Source: an optimization exercise on an open RTL-to-GDS flow (aim: small area and a short achievable clock period). Production flows keep margins and buffers that such runs may drop. The RTL was checked by simulation tests, not by an equivalence proof against the original design.

rev 12:
## processor
module processor(clk, rst, i_dataValid, i_packet, o_answer);
For scale: roughly 6500 um^2 of cells after synthesis.
==> flow/config.mk <==
export PLATFORM = sky130hd
export DESIGN_NAME = processor
export DESIGN_NICKNAME = processor
export VERILOG_FILES = /design/flow/design.v
export SDC_FILE = /design/flow/constraint.sdc
export NUM_CORES = 4
export LEC_CHECK = 0
export CAP_MARGIN = 20
export CORE_MARGIN = 2
export CORE_UTILIZATION = 60
export SLEW_MARGIN = 20
export SYNTH_HIERARCHICAL = 1
==> flow/constraint.sdc <==
create_clock -name core_clock -period 42.0 [get_ports {clk}]
set_input_delay 8.4000 -clock core_clock [delete_from_list [all_inputs] [get_ports {clk}]]
set_output_delay 8.4000 -clock core_clock [all_outputs]
set_load 0.01 [all_outputs]
standard.sh (not shown) runs the stock make flow with config.mk's settings and CLKGATE_MAP_FILE= SYNTH_SCRIPT=/design/flow/synth_recipe.tcl, a recipe that flattens the netlist after the stock synthesis.
==> flow/flow/run.sh <==
#!/bin/bash
# Standard layout, with plain buf_1 cells as the buffers that every input and output port gets,
# and timing repair asked to keep 26 ns of setup slack (a 16 ns path) so that the resizer
# buffers and sizes the critical path instead of leaving minimum-size gates on it.
set -euo pipefail
export BUFFER_PORTS_ARGS="-buffer_cell sky130_fd_sc_hd__buf_1"
export SETUP_SLACK_MARGIN=26
bash standard.sh > standard.log 2>&1
Input changes introduced in rev 13 (baseline for comparison: rev 12):
--- a/flow/design.v
+++ b/flow/design.v
@@ -138,26 +138,21 @@
   wire no_102;
   xr2 uno_102 (.a(np_68), .b(nG_85), .y(no_102));
   wire no_103;
   xr2 uno_103 (.a(np_70), .b(nG_91), .y(no_103));
   wire no_104;
   xr2 uno_104 (.a(np_72), .b(nG_93), .y(no_104));
   wire no_105;
   xr2 uno_105 (.a(np_74), .b(nG_95), .y(no_105));
   wire [8:0] fp = {nG_97, no_105, no_104, no_103, no_102, no_101, no_100, no_99, np_60};
   wire [4:0] rr;
-  wire [4:0] fpf = fp[8:4];
-  assign rr[0] = (fpf == 5'd2) | (fpf == 5'd3) | (fpf == 5'd5) | (fpf == 5'd6) | (fpf == 5'd8) | (fpf == 5'd9) | (fpf == 5'd11) | (fpf == 5'd12) | (fpf == 5'd15) | (fpf == 5'd18) | (fpf == 5'd21) | (fpf == 5'd24) | (fpf == 5'd27) | (fpf == 5'd28) | (fpf == 5'd30) | (fpf == 5'd31);
-  assign rr[1] = (fpf == 5'd2) | (fpf == 5'd3) | (fpf == 5'd4) | (fpf == 5'd8) | (fpf == 5'd9) | (fpf == 5'd10) | (fpf == 5'd15) | (fpf == 5'd16) | (fpf == 5'd17) | (fpf == 5'd21) | (fpf == 5'd22) | (fpf == 5'd23) | (fpf == 5'd27) | (fpf == 5'd28) | (fpf == 5'd29);
-  assign rr[2] = (fpf == 5'd2) | (fpf == 5'd3) | (fpf == 5'd4) | (fpf == 5'd5) | (fpf == 5'd6) | (fpf == 5'd7) | (fpf == 5'd15) | (fpf == 5'd16) | (fpf == 5'd17) | (fpf == 5'd18) | (fpf == 5'd19) | (fpf == 5'd20) | (fpf == 5'd27) | (fpf == 5'd28) | (fpf == 5'd29) | (fpf == 5'd30) | (fpf == 5'd31);
-  assign rr[3] = (fpf == 5'd4) | (fpf == 5'd7) | (fpf == 5'd10) | (fpf == 5'd13) | (fpf == 5'd14) | (fpf == 5'd15) | (fpf == 5'd18) | (fpf == 5'd21) | (fpf == 5'd24) | (fpf == 5'd29);
-  assign rr[4] = (fpf == 5'd1) | (fpf == 5'd3) | (fpf == 5'd6) | (fpf == 5'd9) | (fpf == 5'd12) | (fpf == 5'd14) | (fpf == 5'd17) | (fpf == 5'd20) | (fpf == 5'd23) | (fpf == 5'd26) | (fpf == 5'd28) | (fpf == 5'd31);
+  ftab utab (.f(fp[8:4]), .rr(rr));
   wire [5:0] s = {1'b0, rr} + {2'b0, fp[3:0]};
   wire [4:0] ry = (s >= 6'd25) ? s[4:0] + 5'd7 : s[4:0];
   wire [6:0] m = {ry, uq[1:0]};
   wire ng_106, np_107;
   ha unp_107 (.a(c1[0]), .b(c2n[0]), .s(np_107), .co(ng_106));
   wire ng_108, np_109;
   ha unp_109 (.a(c1[1]), .b(c2n[1]), .s(np_109), .co(ng_108));
   wire ng_110, np_111;
   ha unp_111 (.a(c1[2]), .b(c2n[2]), .s(np_111), .co(ng_110));
   wire ng_112, np_113;
@@ -775,20 +770,27 @@
   xr2 uno_664 (.a(np_439), .b(nG_628), .y(no_664));
   wire no_665;
   xr2 uno_665 (.a(np_441), .b(nG_630), .y(no_665));
   wire [31:0] sum = {no_665, no_664, no_663, no_662, no_661, no_660, no_659, no_658, no_657, no_656, no_655, no_654, no_653, no_652, no_651, no_650, no_649, no_648, no_647, no_646, no_645, no_644, no_643, no_642, no_641, no_640, no_639, no_638, no_637, no_636, no_635, no_634};
   always @(posedge clk) begin
     o_answer <= rst ? 32'd0 : sum;
     rf <= rst ? 7'd50 : m;
     f <= dir;
   end
 endmodule
+module ftab(input [4:0] f, output [4:0] rr);
+  assign rr[0] = (f == 5'd2) | (f == 5'd3) | (f == 5'd5) | (f == 5'd6) | (f == 5'd8) | (f == 5'd9) | (f == 5'd11) | (f == 5'd12) | (f == 5'd15) | (f == 5'd18) | (f == 5'd21) | (f == 5'd24) | (f == 5'd27) | (f == 5'd28) | (f == 5'd30) | (f == 5'd31);
+  assign rr[1] = (f == 5'd2) | (f == 5'd3) | (f == 5'd4) | (f == 5'd8) | (f == 5'd9) | (f == 5'd10) | (f == 5'd15) | (f == 5'd16) | (f == 5'd17) | (f == 5'd21) | (f == 5'd22) | (f == 5'd23) | (f == 5'd27) | (f == 5'd28) | (f == 5'd29);
+  assign rr[2] = (f == 5'd2) | (f == 5'd3) | (f == 5'd4) | (f == 5'd5) | (f == 5'd6) | (f == 5'd7) | (f == 5'd15) | (f == 5'd16) | (f == 5'd17) | (f == 5'd18) | (f == 5'd19) | (f == 5'd20) | (f == 5'd27) | (f == 5'd28) | (f == 5'd29) | (f == 5'd30) | (f == 5'd31);
+  assign rr[3] = (f == 5'd4) | (f == 5'd7) | (f == 5'd10) | (f == 5'd13) | (f == 5'd14) | (f == 5'd15) | (f == 5'd18) | (f == 5'd21) | (f == 5'd24) | (f == 5'd29);
+  assign rr[4] = (f == 5'd1) | (f == 5'd3) | (f == 5'd6) | (f == 5'd9) | (f == 5'd12) | (f == 5'd14) | (f == 5'd17) | (f == 5'd20) | (f == 5'd23) | (f == 5'd26) | (f == 5'd28) | (f == 5'd31);
+endmodule
 module gctl(input vld, input rst, output g);
   assign g = vld & ~rst;
 endmodule
 module gate8(input [7:0] d, input g, output [7:0] q);
   assign q = d & {8{g}};
 endmodule
 module fa(input a, input b, input c, output s, output co);
   assign s = a ^ b ^ c;
   assign co = (a & b) | (a & c) | (b & c);
 endmodule
==> run summary <==
- Total number of cells along the worst setup path grows by a few percent when moving from rev 12 to rev 13.
- Rev 13 — total track usage 1.1 points lower, rev 12 as reference
- [rev 13] inverter count fell 4.2% relative to rev 12
- In rev 13 the worst-case hold slack turned out 16 ps lower than in rev 12.
- Compared with rev 12, in rev 13 die width lower, mapped cell area lower, initial antenna violation count roughly the same.
- Synthesized instance count ended up about 7% lower on rev 13 than on rev 12.
- Any difference in final critical-path share of the clock period between rev 12 and rev 13 is small enough to ignore.
- From rev 12 to rev 13 the numbers moved as follows: layout overhead on the synthesized area higher.

---

processor with an RTL version that a note above also has.
Size in the first run: about 67 I/O pins, about 6200 um2 of cells after synthesis.
export LEC_CHECK = 0
export CAP_MARGIN = 20
export CORE_MARGIN = 2
export CORE_UTILIZATION = 60
export SLEW_MARGIN = 20
export SYNTH_HIERARCHICAL = 1
create_clock -name core_clock -period 42.0 [get_ports {clk}]
==> flow/flow/run.sh <==
#!/bin/bash
# Standard layout, with plain buf_1 cells (instead of the default delay buffers) as the
# buffers that every input and output port gets.
set -euo pipefail
export BUFFER_PORTS_ARGS="-buffer_cell sky130_fd_sc_hd__buf_1"
bash standard.sh > standard.log 2>&1
Next try:
--- a/flow/design.v
+++ b/flow/design.v
@@ -9,25 +9,25 @@
   wire dir = i_packet[31];
   wire [30:0] v;
   wire [3:0] g;
   gctl uc0 (.vld(i_dataValid), .rst(rst), .g(g[0]));
   gctl uc1 (.vld(i_dataValid), .rst(rst), .g(g[1]));
   gctl uc2 (.vld(i_dataValid), .rst(rst), .g(g[2]));
   gctl uc3 (.vld(i_dataValid), .rst(rst), .g(g[3]));
   gate8 ug0 (.d(i_packet[7:0]), .g(g[0]), .q(v[7:0]));
   gate8 ug1 (.d(i_packet[15:8]), .g(g[1]), .q(v[15:8]));
   gate8 ug2 (.d(i_packet[23:16]), .g(g[2]), .q(v[23:16]));
   gate8 ug3 (.d({1'b0, i_packet[30:24]}), .g(g[3]), .q({nc_unused, v[30:24]}));
   wire nc_unused;
-  wire [31:0] a = o_answer;
+  wire [31:0] a = o_answer & {32{~rst}};    
   wire [6:0] rneg = (rf == 7'd0) ? 7'd0 : 7'd100 - rf;
   wire [6:0] rin1 = f ? rf : rneg;        
   wire [6:0] rin0 = f ? rneg : rf;        
   wire [6:0] rin = dir ? rin1 : rin0;
   wire [9:0] c0 = v[11:2];
   wire [9:0] c1 = v[21:12];
   wire [8:0] c2 = v[30:22];
   wire [9:0] c1n = ~c1;
   wire [8:0] c2n = ~c2;
   wire [2:0] uq = {1'b0, v[1:0]} + {1'b0, rin[1:0]};
   wire cc = uq[2];
   wire ns_1, nc_2;
@@ -763,25 +763,25 @@
   wire no_661;
   xr2 uno_661 (.a(np_433), .b(nG_622), .y(no_661));
   wire no_662;
   xr2 uno_662 (.a(np_435), .b(nG_624), .y(no_662));
   wire no_663;
   xr2 uno_663 (.a(np_437), .b(nG_626), .y(no_663));
   wire no_664;
   xr2 uno_664 (.a(np_439), .b(nG_628), .y(no_664));
   wire no_665;
   xr2 uno_665 (.a(np_441), .b(nG_630), .y(no_665));
   wire [31:0] sum = {no_665, no_664, no_663, no_662, no_661, no_660, no_659, no_658, no_657, no_656, no_655, no_654, no_653, no_652, no_651, no_650, no_649, no_648, no_647, no_646, no_645, no_644, no_643, no_642, no_641, no_640, no_639, no_638, no_637, no_636, no_635, no_634};
   always @(posedge clk) begin
-    o_answer <= rst ? 32'd0 : sum;
+    o_answer <= sum;
     rf <= rst ? 7'd50 : m;
     f <= dir;
   end
 endmodule
 module ftab(input [4:0] f, output [4:0] rr);
   assign rr[0] = (f == 5'd2) | (f == 5'd3) | (f == 5'd5) | (f == 5'd6) | (f == 5'd8) | (f == 5'd9) | (f == 5'd11) | (f == 5'd12) | (f == 5'd15) | (f == 5'd18) | (f == 5'd21) | (f == 5'd24) | (f == 5'd27) | (f == 5'd28) | (f == 5'd30) | (f == 5'd31);
   assign rr[1] = (f == 5'd2) | (f == 5'd3) | (f == 5'd4) | (f == 5'd8) | (f == 5'd9) | (f == 5'd10) | (f == 5'd15) | (f == 5'd16) | (f == 5'd17) | (f == 5'd21) | (f == 5'd22) | (f == 5'd23) | (f == 5'd27) | (f == 5'd28) | (f == 5'd29);
   assign rr[2] = (f == 5'd2) | (f == 5'd3) | (f == 5'd4) | (f == 5'd5) | (f == 5'd6) | (f == 5'd7) | (f == 5'd15) | (f == 5'd16) | (f == 5'd17) | (f == 5'd18) | (f == 5'd19) | (f == 5'd20) | (f == 5'd27) | (f == 5'd28) | (f == 5'd29) | (f == 5'd30) | (f == 5'd31);
   assign rr[3] = (f == 5'd4) | (f == 5'd7) | (f == 5'd10) | (f == 5'd13) | (f == 5'd14) | (f == 5'd15) | (f == 5'd18) | (f == 5'd21) | (f == 5'd24) | (f == 5'd29);
   assign rr[4] = (f == 5'd1) | (f == 5'd3) | (f == 5'd6) | (f == 5'd9) | (f == 5'd12) | (f == 5'd14) | (f == 5'd17) | (f == 5'd20) | (f == 5'd23) | (f == 5'd26) | (f == 5'd28) | (f == 5'd31);
 endmodule
 module gctl(input vld, input rst, output g);
Effect:
- non-clock buffer count climbs by 1
- worst setup slack gains 0.31 ns
- core utilization hardly moves
- global-route usage rises by 0.95 points
- area after synthesis came out higher by 0.93%
- flip-flop and latch count is unchanged

---

v1:
processor again, from the RTL that the note above started with.
clock: 42.0 ns
lec_check: 0
cap_margin: 20
core_margin: 2
core_utilization: 60
slew_margin: 20
synth_hierarchical: 1
==> flow/flow/run.sh <==
#!/bin/bash
# Standard layout, with plain buf_1 cells as the buffers that every input and output port gets,
# and timing repair asked to keep 26.5 ns of setup slack (a 15.5 ns path) so that the resizer
# buffers and sizes the critical path instead of leaving minimum-size gates on it.
set -euo pipefail
export BUFFER_PORTS_ARGS="-buffer_cell sky130_fd_sc_hd__buf_1"
export SETUP_SLACK_MARGIN=26.5
bash standard.sh > standard.log 2>&1
The inputs of v19 differ from those of v1 as listed below.
diff --git a/flow/design.v b/flow/design.v
--- a/flow/design.v
+++ b/flow/design.v
@@ -14,15 +14,15 @@
   gctl uc2 (.vld(i_dataValid), .rst(rst), .g(g[2]));
   gctl uc3 (.vld(i_dataValid), .rst(rst), .g(g[3]));
   gate8 ug0 (.d(i_packet[7:0]), .g(g[0]), .q(v[7:0]));
   gate8 ug1 (.d(i_packet[15:8]), .g(g[1]), .q(v[15:8]));
   gate8 ug2 (.d(i_packet[23:16]), .g(g[2]), .q(v[23:16]));
   gate8 ug3 (.d({1'b0, i_packet[30:24]}), .g(g[3]), .q({nc_unused, v[30:24]}));
   wire nc_unused;
-  wire [31:0] a = o_answer;
+  wire [31:0] a = o_answer & {32{~rst}};    
   wire [6:0] rneg = (rf == 7'd0) ? 7'd0 : 7'd100 - rf;
   wire [6:0] rin1 = f ? rf : rneg;        
   wire [6:0] rin0 = f ? rneg : rf;        
   wire [6:0] rin = dir ? rin1 : rin0;
   wire [9:0] c0 = v[11:2];
   wire [9:0] c1 = v[21:12];
   wire [8:0] c2 = v[30:22];
@@ -768,15 +768,15 @@
   xr2 uno_663 (.a(np_437), .b(nG_626), .y(no_663));
   wire no_664;
   xr2 uno_664 (.a(np_439), .b(nG_628), .y(no_664));
   wire no_665;
   xr2 uno_665 (.a(np_441), .b(nG_630), .y(no_665));
   wire [31:0] sum = {no_665, no_664, no_663, no_662, no_661, no_660, no_659, no_658, no_657, no_656, no_655, no_654, no_653, no_652, no_651, no_650, no_649, no_648, no_647, no_646, no_645, no_644, no_643, no_642, no_641, no_640, no_639, no_638, no_637, no_636, no_635, no_634};
   always @(posedge clk) begin
-    o_answer <= rst ? 32'd0 : sum;
+    o_answer <= sum;
     rf <= rst ? 7'd50 : m;
     f <= dir;
   end
 endmodule
 module ftab(input [4:0] f, output [4:0] rr);
   assign rr[0] = (f == 5'd2) | (f == 5'd3) | (f == 5'd5) | (f == 5'd6) | (f == 5'd8) | (f == 5'd9) | (f == 5'd11) | (f == 5'd12) | (f == 5'd15) | (f == 5'd18) | (f == 5'd21) | (f == 5'd24) | (f == 5'd27) | (f == 5'd28) | (f == 5'd30) | (f == 5'd31);
   assign rr[1] = (f == 5'd2) | (f == 5'd3) | (f == 5'd4) | (f == 5'd8) | (f == 5'd9) | (f == 5'd10) | (f == 5'd15) | (f == 5'd16) | (f == 5'd17) | (f == 5'd21) | (f == 5'd22) | (f == 5'd23) | (f == 5'd27) | (f == 5'd28) | (f == 5'd29);
### Flow results
Delta (v19 minus v1): maximum frequency from static timing analysis went up; buffer and inverter count on the worst path grew by 1; measured slew at the worst slew-check pin shrank by 0.10 ns; row count has remained practically unchanged.
Any difference in synthesized area divided by synthesized cell count between v1 and v19 is small enough to ignore.
Initial standard-cell utilization of the core for v19 is higher than for v1.
v19 against v1: non-clock buffer count up 8; average vias per placed instance up about 1.1%; total wirelength of the detailed-routed design up about 3.7%.
Reported for v19 and v1, CTS sink count turned out identical to the last digit.

## port drivers added, routing unchanged
No port has a modelled driver above. Below, the same layouts with a new extraction and two added sets of constraints.
Step 1 sets driving cells, clkbuf_16 on the clock port and buf_2 on the other inputs (assumed; they add their load-dependent delay and slew).
Step 2 times the ports against the registers' clock, not the clock port: input delays grow and output delays shrink by t, the midpoint of the rising clock arrivals with the driver on.
Three values: ideal, step 1, step 2; two values: the first two.
| run | t, ns | setup slack, ns | clock arrival spread, ns | worst data-port slew with drivers (ns) | pins driven straight from the clock port |
|---|---|---|---|---|---|
| rev 12 | 0.343 | 26.411 / 26.413 / 26.070 | 0.009 / 0.008 | 0.04 | 1 |
| rev 13 | 0.349 | 26.359 / 26.373 / 26.024 | 0.015 / 0.016 | 0.04 | 1 |
| the first run of note 2 | 0.347 | 25.672 / 25.683 / 25.336 | 0.016 / 0.016 | 0.04 | 1 |
| the second run of note 2 | 0.353 | 25.985 / 25.998 / 25.645 | 0.004 / 0.005 | 0.04 | 1 |
| v1 | 0.355 | 26.663 / 26.601 / 26.246 | 0.022 / 0.022 | 0.10 | 1 |
| v19 | 0.353 | 26.745 / 26.758 / 26.405 | 0.004 / 0.005 | 0.04 | 1 |
After both steps every run listed still meets setup and hold. The setup slack of v1, which loses most, moves by -0.062 ns with the drivers and by -0.417 ns with both steps.
